Context: an optimization exercise on an open-source flow, tuned for small area. The choices shown serve that exercise and are no tape-out recipe. Only simulation tests tie the RTL to the original design; equivalence was not proved. Power and IR drop assume default switching activity.

Setup of run 1:
Design card_driver, start of the top module:
module card_driver
#(
  parameter ADDR_WIDTH=32,
  parameter LEN_WIDTH=24
  )
(
    input  wire CLK,
    input  wire RST,
    input  wire        WR_STB,
    input  wire [ADDR_WIDTH-1:0] WR_ADDR,
    input  wire [LEN_WIDTH-1:0] WR_LENGTH,
    output wire        WR_ACK,
    input  wire        WD_STB,
    input  wire  [7:0] WD_DATA,
    output wire        WD_ACK,
    input  wire        RD_STB,
    input  wire [ADDR_WIDTH-1:0] RD_ADDR,
    input  wire [LEN_WIDTH-1:0] RD_LENGTH,
    output wire        RD_ACK,
    output reg         RES_STB,
    output wire        RES_DEBUG,
    output wire  [7:0] RES_DATA,
    input  wire        RES_BUSY,
    output wire MOSI,
    input  wire MISO,
    output wire SCLK,
    output reg  CS
);
clock: 6.0 ns
lec_check: 0
abc_area: 1
cap_margin: 20
core_margin: 2
core_utilization: 50
gpl_timing_driven: 0
setup_slack_margin: 0.2
slew_margin: 20
standard.sh (not shown) runs the stock make flow with config.mk's settings and CLKGATE_MAP_FILE= SYNTH_SCRIPT=/design/flow/synth_recipe.tcl, a recipe that flattens the netlist after the stock synthesis.
==> flow/flow/run.sh <==
#!/bin/bash
# Layout flow: the standard flow (standard.sh), with these changes:
#  - synthesis maps the logic with flow/abc_area.script (ABC deep synthesis, then
#    area mapping; the same Yosys steps
#    and registers as the standard synthesis; only ABC's mapping script differs)
#  - port buffers are sky130_fd_sc_hd__buf_1 cells
#  - clock tree: small clock buffers and no dummy loads
# Each step's full output goes to a log file in this folder.
set -euo pipefail
W=$PWD
rm -rf "$W/scripts_alt"
cp -r "$FLOW_HOME/scripts" "$W/scripts_alt"
cp "$W/flow/abc_area.script" "$W/scripts_alt/abc_area.script"
bash standard.sh "SCRIPTS_DIR=$W/scripts_alt" synth > "$W/run_synth.log" 2>&1
bash standard.sh \
  "BUFFER_PORTS_ARGS=-buffer_cell sky130_fd_sc_hd__buf_1" \
  "CTS_ARGS=-sink_clustering_enable -repair_clock_nets -dont_use_dummy_load -root_buf sky130_fd_sc_hd__clkbuf_8 -tree_buf sky130_fd_sc_hd__clkbuf_4 -buf_list sky130_fd_sc_hd__clkbuf_4" \
  finish > "$W/run_finish.log" 2>&1
==> flow/flow/abc_area.script <==
strash; &get -n; &deepsyn -T 60; &put; strash; dch -f; amap; strash; dch -f; amap; strash; dch -f; amap
Input-level comparison between run 2 and run 1:
Settings: SETUP_SLACK_MARGIN removed (was 0.2); CORE_UTILIZATION changed from 50 to 60.
==> flow/flow/run.sh <==
#!/bin/bash
# Layout flow: the standard flow (standard.sh), with these changes:
#  - synthesis maps the logic with flow/abc_area.script (the same Yosys steps
#    and registers as the standard synthesis; only ABC's mapping script differs)
#  - port buffers are sky130_fd_sc_hd__buf_1 cells
#  - clock tree: small clock buffers and no dummy loads
# Each step's full output goes to a log file in this folder.
set -euo pipefail
W=$PWD
rm -rf "$W/scripts_alt"
cp -r "$FLOW_HOME/scripts" "$W/scripts_alt"
cp "$W/flow/abc_area.script" "$W/scripts_alt/abc_area.script"
bash standard.sh "SCRIPTS_DIR=$W/scripts_alt" synth > "$W/run_synth.log" 2>&1
bash standard.sh \
  "BUFFER_PORTS_ARGS=-buffer_cell sky130_fd_sc_hd__buf_1" \
  "CTS_ARGS=-sink_clustering_enable -repair_clock_nets -dont_use_dummy_load -root_buf sky130_fd_sc_hd__clkbuf_4 -buf_list sky130_fd_sc_hd__clkbuf_4" \
  finish > "$W/run_finish.log" 2>&1
==> flow/flow/abc_area.script <==
strash; dch -f; amap; strash; dch -f; amap; strash; dch -f; amap; strash; dch -f; amap; strash; dch -f; amap
[summary]
Clock network power, run 2 and run 1: higher on run 1
Run 2 vs. run 1: fraction of area in multi-input gates now sits higher, cell depth of the worst setup path went down 3, register-to-register slack has decreased, overall die area dropped 11%.
Per the comparison of run 2 with run 1, final cell count went up by about 6%, distinct cell type count of the synthesized netlist down 4.3%, clock network fraction of total power went down.
## Diff of input files: run 3 against run 2
Settings: a change of CORE_UTILIZATION from 60 to 45.
diff --git a/flow/flow/run.sh b/flow/flow/run.sh
--- a/flow/flow/run.sh
+++ b/flow/flow/run.sh
@@ -14,4 +14,4 @@
 bash standard.sh \
   "BUFFER_PORTS_ARGS=-buffer_cell sky130_fd_sc_hd__buf_1" \
-  "CTS_ARGS=-sink_clustering_enable -repair_clock_nets -dont_use_dummy_load -root_buf sky130_fd_sc_hd__clkbuf_4 -buf_list sky130_fd_sc_hd__clkbuf_4" \
+  "CTS_ARGS=-sink_clustering_enable -repair_clock_nets -dont_use_dummy_load -root_buf sky130_fd_sc_hd__clkbuf_8 -buf_list sky130_fd_sc_hd__clkbuf_4" \
   finish > "$W/run_finish.log" 2>&1
==> notes.md <==
- On worst path setup slack after routing, run 2 loses to run 3.
- Re cell depth of the worst hold path: no difference whatsoever between run 2 and run 3.
- On peak per-stage delay on the critical path: between run 2 and run 3, it ends up lower for run 3.
- Compared with run 2, run 3 shows a higher detailed-route wire length on metal 1.
- Looking only at global-route met2 utilization, and setting everything else aside, the lower value of run 2 and run 3 goes to run 3.
- Final-layout worst hold slack in run 3 is 0.0041 ns higher than in run 2
- Diff run 2..run 3 | multi-input gate count | unchanged
- Final routed wirelength across all metal layers: run 3 vs run 2 up 390 um
Input changes introduced in run 4 (baseline for comparison: run 3):
Settings: an added SETUP_SLACK_MARGIN of 0.2; a change of CORE_UTILIZATION from 45 to 50.
==> flow/flow/run.sh <==
#!/bin/bash
# Layout flow: the standard flow (standard.sh), with these changes:
#  - synthesis: the same Yosys steps and registers as the standard synthesis,
#    except that adders are left to ABC (no ADDER_MAP_FILE) and ABC maps the
#    logic with flow/abc_area.script (deep synthesis, then area mapping)
#  - port buffers are sky130_fd_sc_hd__buf_1 cells
#  - clock tree: no dummy loads
# Each step's full output goes to a log file in this folder.
set -euo pipefail
W=$PWD
rm -rf "$W/scripts_alt"
cp -r "$FLOW_HOME/scripts" "$W/scripts_alt"
cp "$W/flow/abc_area.script" "$W/scripts_alt/abc_area.script"
bash standard.sh "SCRIPTS_DIR=$W/scripts_alt" "ADDER_MAP_FILE=" synth > "$W/run_synth.log" 2>&1
bash standard.sh \
  "BUFFER_PORTS_ARGS=-buffer_cell sky130_fd_sc_hd__buf_1" \
  "CTS_ARGS=-sink_clustering_enable -repair_clock_nets -dont_use_dummy_load -root_buf sky130_fd_sc_hd__clkbuf_8 -buf_list sky130_fd_sc_hd__clkbuf_4" \
  finish > "$W/run_finish.log" 2>&1
==> flow/flow/abc_area.script <==
strash; &get -n; &deepsyn -T 60; &put; strash; dch -f; amap; strash; dch -f; amap; strash; dch -f; amap; strash; &get -n; &deepsyn -T 60; &put; strash; dch -f; amap; strash; dch -f; amap; strash; dch -f; amap
- Run 4 vs run 3, worst setup path endpoint: pc[4] vs pc[3]
- The higher routing usage on met1 came out of run 4.
- Cmp run 4 vs run 3: number of cells on the critical path higher in run 4
- Relative to run 3, worst-case reg-to-reg path depth has increased by 6 in run 4.
- The lower total power of run 4 and run 3 is in run 4.

---

== v34 ==
card_driver, a different RTL version from the one above (not shown whole).
Size: about 58 flip-flops, roughly 140 I/O pins, about 6000 µm² of cells after synthesis.
// card_driver
module card_driver
#(
  parameter ADDR_WIDTH=32,
  parameter LEN_WIDTH=24
  )
(
    input  wire CLK,
    input  wire RST,
    input  wire        WR_STB,
    input  wire [ADDR_WIDTH-1:0] WR_ADDR,
    input  wire [LEN_WIDTH-1:0] WR_LENGTH,
    output wire        WR_ACK,
    input  wire        WD_STB,
    input  wire  [7:0] WD_DATA,
    output wire        WD_ACK,
    input  wire        RD_STB,
    input  wire [ADDR_WIDTH-1:0] RD_ADDR,
    input  wire [LEN_WIDTH-1:0] RD_LENGTH,
    output wire        RD_ACK,
    output reg         RES_STB,
    output wire        RES_DEBUG,
    output wire  [7:0] RES_DATA,
    input  wire        RES_BUSY,
    output wire MOSI,
    input  wire MISO,
    output wire SCLK,
    output reg  CS
);
localparam [6:0]
  S0 = 7'd4,
  S1 = 7'd5,
  S2 = 7'd6,
  S3 = 7'd7,
  S4 = 7'd8,
  S5 = 7'd9,
  S6 = 7'd10,
  S7 = 7'd11,
  S8 = 7'd12,
  S9 = 7'd13,
  S10 = 7'd14,
  S11 = 7'd15,
  S12 = 7'd16,
  S13 = 7'd17,
  S14 = 7'd18,
  S15 = 7'd19,
  S16 = 7'd20,
  S17 = 7'd21,
  S18 = 7'd22,
  S20 = 7'd23,
  S21 = 7'd24,
  S23 = 7'd25,
  S24 = 7'd26,
  S25 = 7'd27,
  S26 = 7'd28,
  S27 = 7'd29,
  S28 = 7'd30,
  S29 = 7'd31,
  S31 = 7'd32,
  S33 = 7'd33,
  S35 = 7'd34,
  S37 = 7'd35,
  S39 = 7'd36,
  S40 = 7'd37,
  S42 = 7'd38,
  S43 = 7'd39,
  S44 = 7'd40,
  S45 = 7'd41,
  S46 = 7'd42,
  S47 = 7'd43,
  S48 = 7'd44,
  S51 = 7'd45,
  S52 = 7'd46,
  S53 = 7'd47,
  S54 = 7'd48,
  S55 = 7'd49,
  ...
export LEC_CHECK = 0
export ABC_AREA = 1
export CAP_MARGIN = 20
export CORE_MARGIN = 2
export CORE_UTILIZATION = 45
export CTS_BUF_LIST = sky130_fd_sc_hd__clkbuf_2 sky130_fd_sc_hd__clkbuf_4
export SLEW_MARGIN = 20
create_clock -name core_clock -period 6.0 [get_ports {CLK}]
run.sh (not shown) runs the stock make flow with config.mk's settings and CLKGATE_MAP_FILE= SYNTH_SCRIPT=/design/flow/synth_recipe.tcl, a recipe that flattens the netlist after the stock synthesis.
Stock flow here: none of the scripts above is used.
In summary, v34 completed successfully, with a layout that passed the timing, design-rule and antenna checks.
For v21, these inputs were changed with respect to v34:
Settings: a deleted CTS_BUF_LIST that had been sky130_fd_sc_hd__clkbuf_2 sky130_fd_sc_hd__clkbuf_4.
==> flow/flow/run.sh (new file) <==
#!/bin/bash
# Layout flow: the standard flow (standard.sh), with these changes:
#  - synthesis maps the logic with flow/abc_area.script (the same Yosys steps
#    and registers as the standard synthesis; only ABC's mapping script differs)
#  - port buffers are sky130_fd_sc_hd__buf_1 cells
#  - clock tree: small clock buffers and no dummy loads
# Each step's full output goes to a log file in this folder.
set -euo pipefail
W=$PWD
rm -rf "$W/scripts_alt"
cp -r "$FLOW_HOME/scripts" "$W/scripts_alt"
cp "$W/flow/abc_area.script" "$W/scripts_alt/abc_area.script"
bash standard.sh "SCRIPTS_DIR=$W/scripts_alt" synth > "$W/run_synth.log" 2>&1
bash standard.sh \
  "BUFFER_PORTS_ARGS=-buffer_cell sky130_fd_sc_hd__buf_1" \
  "CTS_ARGS=-sink_clustering_enable -repair_clock_nets -dont_use_dummy_load -buf_list {sky130_fd_sc_hd__clkbuf_2 sky130_fd_sc_hd__clkbuf_4}" \
  finish > "$W/run_finish.log" 2>&1
==> flow/flow/abc_area.script (new file) <==
strash; &get -n; &dch -f; &nf -R 1000; &put
==> flow/standard.sh (new file) <==
#!/bin/bash
# synth_recipe.tcl (not shown) runs the flow's synth.tcl, then flattens the netlist and writes it again
# the make line also repeats each setting of config.mk as NAME=value (left out here)
make -C /OpenROAD-flow-scripts/flow DESIGN_CONFIG=/design/flow/config.mk WORK_HOME=/design/flow/orfs CLKGATE_MAP_FILE= SYNTH_SCRIPT=/design/flow/synth_recipe.tcl "${@:-finish}"
removed: flow/run.sh
==> notes.md <==
Looking at die area across v34 and v21, the one that comes out higher is v34. The higher synthesized cell count of v34 and v21 is in v34. v21 ended up with a lower combinational power share than v34 did. v21 — worst-case hold slack 0.021 ns lower, v34 as reference. Final critical-path required period is lower on v34. Across v34 and v21, the outcome is the same: a clean finish for every run.
> inputs changed (v21 -> v2)
diff --git a/flow/flow/run.sh b/flow/flow/run.sh
--- a/flow/flow/run.sh
+++ b/flow/flow/run.sh
@@ -15,3 +15,3 @@
   "BUFFER_PORTS_ARGS=-buffer_cell sky130_fd_sc_hd__buf_1" \
-  "CTS_ARGS=-sink_clustering_enable -repair_clock_nets -dont_use_dummy_load -buf_list {sky130_fd_sc_hd__clkbuf_2 sky130_fd_sc_hd__clkbuf_4}" \
+  "CTS_ARGS=-sink_clustering_enable -repair_clock_nets -dont_use_dummy_load -root_buf sky130_fd_sc_hd__clkbuf_8 -buf_list sky130_fd_sc_hd__clkbuf_4" \
   finish > "$W/run_finish.log" 2>&1
==> flow/flow/abc_area.script <==
strash; dch -f; amap; strash; dch -f; amap; strash; dch -f; amap; strash; dch -f; amap; strash; dch -f; amap
==> comparison <==
- Compared to v21, v2 has part of the Yosys area used for sequential elements 0.70 points higher.
- Latest clock arrival within the worst-skew pair in v2 is 0.08 ns lower than in v21
- The final reports for v2 and v21 show required arrival time at the worst endpoint lower in the former.
- Across both runs, distinct cell type count of the synthesized netlist was lower for v2 than for v21.
- v2 vs v21, largest family of logic cells by synthesized area: compound AO/OA/AOI/OAI gates vs simple AND/OR/NAND/NOR gates
- v2 vs v21 — global-route wire length before repair dropped 1200 µm.
- Changes observed in v2 relative to v21: xor and xnor fraction of the mapped netlist area went down 4.4 points; met2 global-route usage closely matched the old numbers.
- Post-synthesis to final-layout area growth | v2 above v21
- Wire length: v2 vs v21 down about 0.7%

separate check: timing with driven ports:
The results above use ideal ports. As a check the final layouts listed here were re-extracted and re-timed, cells and wires unchanged. Step 1: set_driving_cell puts a clkbuf_16 on CLK and a buf_2 on each other input, an assumption about the parent block. Step 2, shift: input delay + t, output delay - t, t = (earliest + latest rising clock arrival at the registers) / 2. This alone moves slack from input paths to output paths. Slacks: no drivers / after step 1 / after step 2; pairs: no drivers / after step 1.
| run | shift t [ns] | setup WS [ns] | worst hold slack (ns) | pins driven straight from the clock port |
|---|---|---|---|---|
| run 1 | 0.360 | 0.582 / 0.582 / 0.582 | 0.530 / 0.530 / 0.530 | 1 |
| run 2 | 0.412 | 0.417 / 0.417 / 0.417 | 0.497 / 0.497 / 0.497 | 1 |
| run 3 | 0.376 | 0.911 / 0.911 / 0.911 | 0.501 / 0.501 / 0.501 | 1 |
| run 4 | 0.367 | 0.499 / 0.499 / 0.499 | 0.528 / 0.528 / 0.528 | 1 |
| v34 | 0.478 | 2.099 / 2.068 / 2.546 | 0.513 / 0.513 / 0.513 | 1 |
| v21 | 0.444 | 1.338 / 1.338 / 1.338 | 0.492 / 0.492 / 0.492 | 1 |
| v2 | 0.371 | 0.923 / 0.923 / 0.923 | 0.517 / 0.517 / 0.517 | 1 |
After both steps every run listed still meets setup and hold.
